Source: an optimization exercise on an open RTL-to-GDS flow (aim: small area). Production flows keep margins and buffers that such runs may drop. RTL that was checked went through simulation tests only; none was proved equivalent to the original. Power figures rest on the tool's default switching activity, not on a simulated workload.

==> flow/design.v <==
module crt(
	input clk,
	input reset,
	input cs,
	input we,
	input [3:0] addr,
	input [15:0] data_in,
	output [15:0] data_out,
	output irq,
	output vs,
	output hs,
	output ven,
	output [2:0] clksel,
	output [31:0] pixaddr
);
reg [15:0] hb, hv, hf, he, vb, vv, vf, ve;
reg [15:0] fl, fh, sl, sh, ic, ir, cr;
reg [15:0] col, row;
reg [31:0] pa;
reg field;
reg irq_r;
wire wr = cs & we;
wire [15:0] d0 = data_in & {16{~reset}};	 
wire [15:0] d1 = data_in | {16{reset}};		 
function [15:0] pick;
	input [15:0] rv;
	begin
		pick = (d1 & rv) | (d0 & ~rv);
	end
endfunction
wire [15:0] wsel;
genvar k;
generate for (k = 0; k < 16; k = k + 1) begin : dec
	assign wsel[k] = reset | (wr & (addr == k));
end endgenerate
always @(posedge clk) begin
	if (wsel[4'h0]) hb <= pick(16'd44);
	if (wsel[4'h1]) hv <= pick(16'd192);
	if (wsel[4'h2]) hf <= pick(16'd2112);
	if (wsel[4'h3]) he <= pick(16'd2199);
	if (wsel[4'h4]) vb <= pick(16'd5);
	if (wsel[4'h5]) vv <= pick(16'd41);
	if (wsel[4'h6]) vf <= pick(16'd581);
	if (wsel[4'h7]) ve <= pick(16'd584);
	if (wsel[4'h8]) fl <= pick(16'h0000);
	if (wsel[4'h9]) fh <= pick(16'h0001);
	if (wsel[4'hA]) sl <= pick(16'h0080);
	if (wsel[4'hB]) sh <= pick(16'h0000);
	if (wsel[4'hC]) ic <= pick(16'd0);
	if (wsel[4'hD]) ir <= pick(16'd0);
	if (wsel[4'hF]) cr <= pick(16'h0002);
end
reg [15:0] rd;
always @(*) begin
	case (addr)
	4'h0: rd = hb;
	4'h1: rd = hv;
	4'h2: rd = hf;
	4'h3: rd = he;
	4'h4: rd = vb;
	4'h5: rd = vv;
	4'h6: rd = vf;
	4'h7: rd = ve;
	4'h8: rd = fl;
	4'h9: rd = fh;
	4'hA: rd = sl;
	4'hB: rd = sh;
	4'hC: rd = ic;
	4'hD: rd = ir;
	4'hE: rd = 16'h0000;
	default: rd = cr;
	endcase
end
assign data_out = rd;
wire interlaced = cr[1];
function lt16;	 
	input [15:0] a, b;
	integer i;
	reg c;
	begin
		c = 1'b0;
		for (i = 0; i < 16; i = i + 1)
			c = (~a[i] & b[i]) | (~a[i] & c) | (b[i] & c);
		lt16 = c;
	end
endfunction
function [1:0] lteq16;
	input [15:0] a, b;
	reg [15:0] l, e;
	integer i, w;
	begin
		l = ~a & b;
		e = ~(a ^ b);
		for (w = 1; w < 16; w = w * 2)
			for (i = 0; i < 16; i = i + 2 * w) begin
				l[i] = l[i + w] | (e[i + w] & l[i]);
				e[i] = e[i + w] & e[i];
			end
		lteq16 = {l[0], e[0]};
	end
endfunction
wire col_lt_hb = lt16(col, hb);
wire col_lt_hv = lt16(col, hv);
wire row_lt_vb = lt16(row, vb);
wire row_lt_vv = lt16(row, vv);
wire col_0 = ~|col;
wire row_0 = ~|row;
wire col_lt_hf, col_hf;
assign {col_lt_hf, col_hf} = lteq16(col, hf);
wire col_he = (col == he);
wire col_he2 = (col == {1'b0, he[15:1]});
wire col_ic = (col == ic);
wire row_lt_vf, row_vf;
assign {row_lt_vf, row_vf} = lteq16(row, vf);
wire row_ve = (row == ve);
wire row_ir = (row == ir);
wire in_hvideo = ~col_lt_hv & col_lt_hf;
wire in_vvideo = ~row_lt_vv & row_lt_vf;
wire in_video = in_hvideo & in_vvideo;
wire in_hend = col_he | (interlaced & row_ve & col_he2);
wire in_vend = row_ve & (interlaced ? col_he2 : col_he);
wire restart = (row_0 & col_0) | (row_vf & col_hf);
wire ld = reset | restart;
wire sf = ld & field;
wire rowinc = in_hend & in_vvideo;
wire [31:0] xa = ld ? {fh, fl} : pa;
wire ysel = ld ? field : rowinc;
wire [31:0] ya = {32{ysel}} & {sh, sl};
wire [31:0] wa = {{16{sf}}, {16{sf}} & he};
wire [15:0] na = {16{sf}} & ~hv;
wire ci = sf | (~ld & ~rowinc & in_video);
wire [31:0] s1 = xa ^ ya ^ wa;
wire [32:0] c1 = {(xa & ya) | (xa & wa) | (ya & wa), ci};
wire [31:0] n2 = {16'd0, na};
wire [31:0] s2 = s1 ^ c1[31:0] ^ n2;
wire [32:0] c2 = {(s1 & c1[31:0]) | (s1 & n2) | (c1[31:0] & n2), 1'b0};
function [31:0] bk_add;
	input [31:0] a, b;
	reg [31:0] g, p, G, P;
	reg [31:0] gn, pn;
	integer i, d;
	begin
		g = a & b;
		p = a ^ b;
		G = g;
		P = p;
		for (d = 1; d < 32; d = d * 2)
			for (i = 2 * d - 1; i < 32; i = i + 2 * d) begin
				G[i] = G[i] | (P[i] & G[i - d]);
				P[i] = P[i] & P[i - d];
			end
		for (d = 8; d >= 1; d = d / 2)
			for (i = 3 * d - 1; i < 32; i = i + 2 * d) begin
				G[i] = G[i] | (P[i] & G[i - d]);
				P[i] = P[i] & P[i - d];
			end
		bk_add = p ^ {G[30:0], 1'b0};
	end
endfunction
wire [31:0] pa_next = bk_add(s2, c2[31:0]);
always @(posedge clk) begin
	pa <= pa_next;
	field <= reset ? 1'b0 : in_vend ? (interlaced & ~field) : field;
	row <= (reset | in_vend) ? 16'd0 : row + {15'd0, in_hend};
	col <= (reset | in_hend) ? 16'd0 : col + 16'd1;
	irq_r <= ~reset & ~(wr & (addr == 4'hE)) & (irq_r | (cr[15] & row_ir & col_ic));
end
assign hs = col_lt_hb ^ cr[14];
assign vs = row_lt_vb ^ cr[13];
assign ven = in_video & ~cr[0];
assign clksel = cr[7:5];
assign pixaddr = pa;
assign irq = irq_r;
endmodule
==> flow/config.mk <==
export PLATFORM = sky130hd
export DESIGN_NAME = crt
export DESIGN_NICKNAME = crt
export VERILOG_FILES = /design/flow/design.v
export SDC_FILE = /design/flow/constraint.sdc
export NUM_CORES = 4
export LEC_CHECK = 0
export CAP_MARGIN = 20
export CORE_MARGIN = 2
export CORE_UTILIZATION = 70
export SLEW_MARGIN = 20
==> flow/constraint.sdc <==
create_clock -name core_clock -period 7.5 [get_ports {clk}]
set_input_delay 1.5000 -clock core_clock [delete_from_list [all_inputs] [get_ports {clk}]]
set_output_delay 1.5000 -clock core_clock [all_outputs]
set_load 0.01 [all_outputs]
standard.sh (not shown) runs the stock make flow with config.mk's settings and CLKGATE_MAP_FILE= SYNTH_SCRIPT=/design/flow/synth_recipe.tcl, a recipe that flattens the netlist after the stock synthesis.
==> flow/flow/run.sh <==
#!/bin/bash
# Standard ORFS layout (the standard.sh, unchanged synthesis) with three changes:
#  - ports are buffered with the smallest buffer (buf_1) instead of the default choice
#  - clock tree built without dummy loads
#  - clock tree buffers and clustering set below
set -euo pipefail
CTS="-sink_clustering_enable -repair_clock_nets -dont_use_dummy_load -sink_clustering_size 20 -sink_clustering_max_diameter 50 -buf_list sky130_fd_sc_hd__clkbuf_8"
bash standard.sh \
  "BUFFER_PORTS_ARGS=-buffer_cell sky130_fd_sc_hd__buf_1" \
  "CTS_ARGS=$CTS" \
  finish > flow_standard.log 2>&1
Rerun with:
--- a/flow/design.v
+++ b/flow/design.v
@@ -126,15 +126,18 @@
 wire [31:0] xa = ld ? {fh, fl} : pa;
 wire ysel = ld ? field : rowinc;
 wire [31:0] ya = {32{ysel}} & {sh, sl};
 wire [31:0] wa = {{16{sf}}, {16{sf}} & he};
 wire [15:0] na = {16{sf}} & ~hv;
 wire ci = sf | (~ld & ~rowinc & in_video);
-wire [31:0] s1 = xa ^ ya ^ wa;
-wire [32:0] c1 = {(xa & ya) | (xa & wa) | (ya & wa), ci};
-wire [31:0] n2 = {16'd0, na};
+wire [31:0] a1 = xa;
+wire [31:0] b1 = {ya[31:16], wa[15:0]};
+wire [31:0] e1 = {wa[31:16], 16'd0} | {16'd0, na};
+wire [31:0] s1 = a1 ^ b1 ^ e1;
+wire [32:0] c1 = {(a1 & b1) | (a1 & e1) | (b1 & e1), ci};
+wire [31:0] n2 = {16'd0, ya[15:0]};
 wire [31:0] s2 = s1 ^ c1[31:0] ^ n2;
 wire [32:0] c2 = {(s1 & c1[31:0]) | (s1 & n2) | (c1[31:0] & n2), 1'b0};
 function [31:0] bk_add;
 	input [31:0] a, b;
 	reg [31:0] g, p, G, P;
 	reg [31:0] gn, pn;
What happened: Power climbs slightly. Critical path depth drops by 2. Setup slack improves by 0.036 ns. Clock skew climbs by 0.036 ns. Synthesized cell count climbs slightly. Clock power climbs slightly. Final cell count stays the same. First-iteration DRC count climbs slightly. Final area is about the same. Die area climbs slightly. Synthesized area climbs slightly. Register-to-register slack improves by 0.04 ns. Sequential cell count stays the same. Sequential share of layout area climbs by 0.12 points.
No functional check of the RTL was part of the first run of this note.

-- static timing again, ports no longer ideal --
The flow's constraints put no driver on any port. The routed layouts listed below were extracted and timed again, unchanged, in two steps. Step 1 (the two cells are an assumption about what drives the block):
set clk [get_ports {clk}]
set_driving_cell -lib_cell sky130_fd_sc_hd__clkbuf_16 $clk
set_driving_cell -lib_cell sky130_fd_sc_hd__buf_2 [delete_from_list [all_inputs] $clk]
Step 2, shift: input delay + t, output delay - t, t = (earliest + latest rising clock arrival at the registers) / 2. This alone moves slack from input paths to output paths. Three values: no drivers, after step 1, after step 2; two values: the first two.
run	shift t [ns]	setup slack, ns	hold WS [ns]	slew at the worst register clock pin (ns)	worst slew at a driven data input, ns
the first run	0.645	0.361 / 0.361 / 0.361	0.550 / 0.550 / 0.550	0.11 / 0.11	0.06
the second run	0.668	0.397 / 0.397 / 0.397	0.502 / 0.502 / 0.502	0.12 / 0.12	0.04
After both steps setup and hold are still met in every run listed.
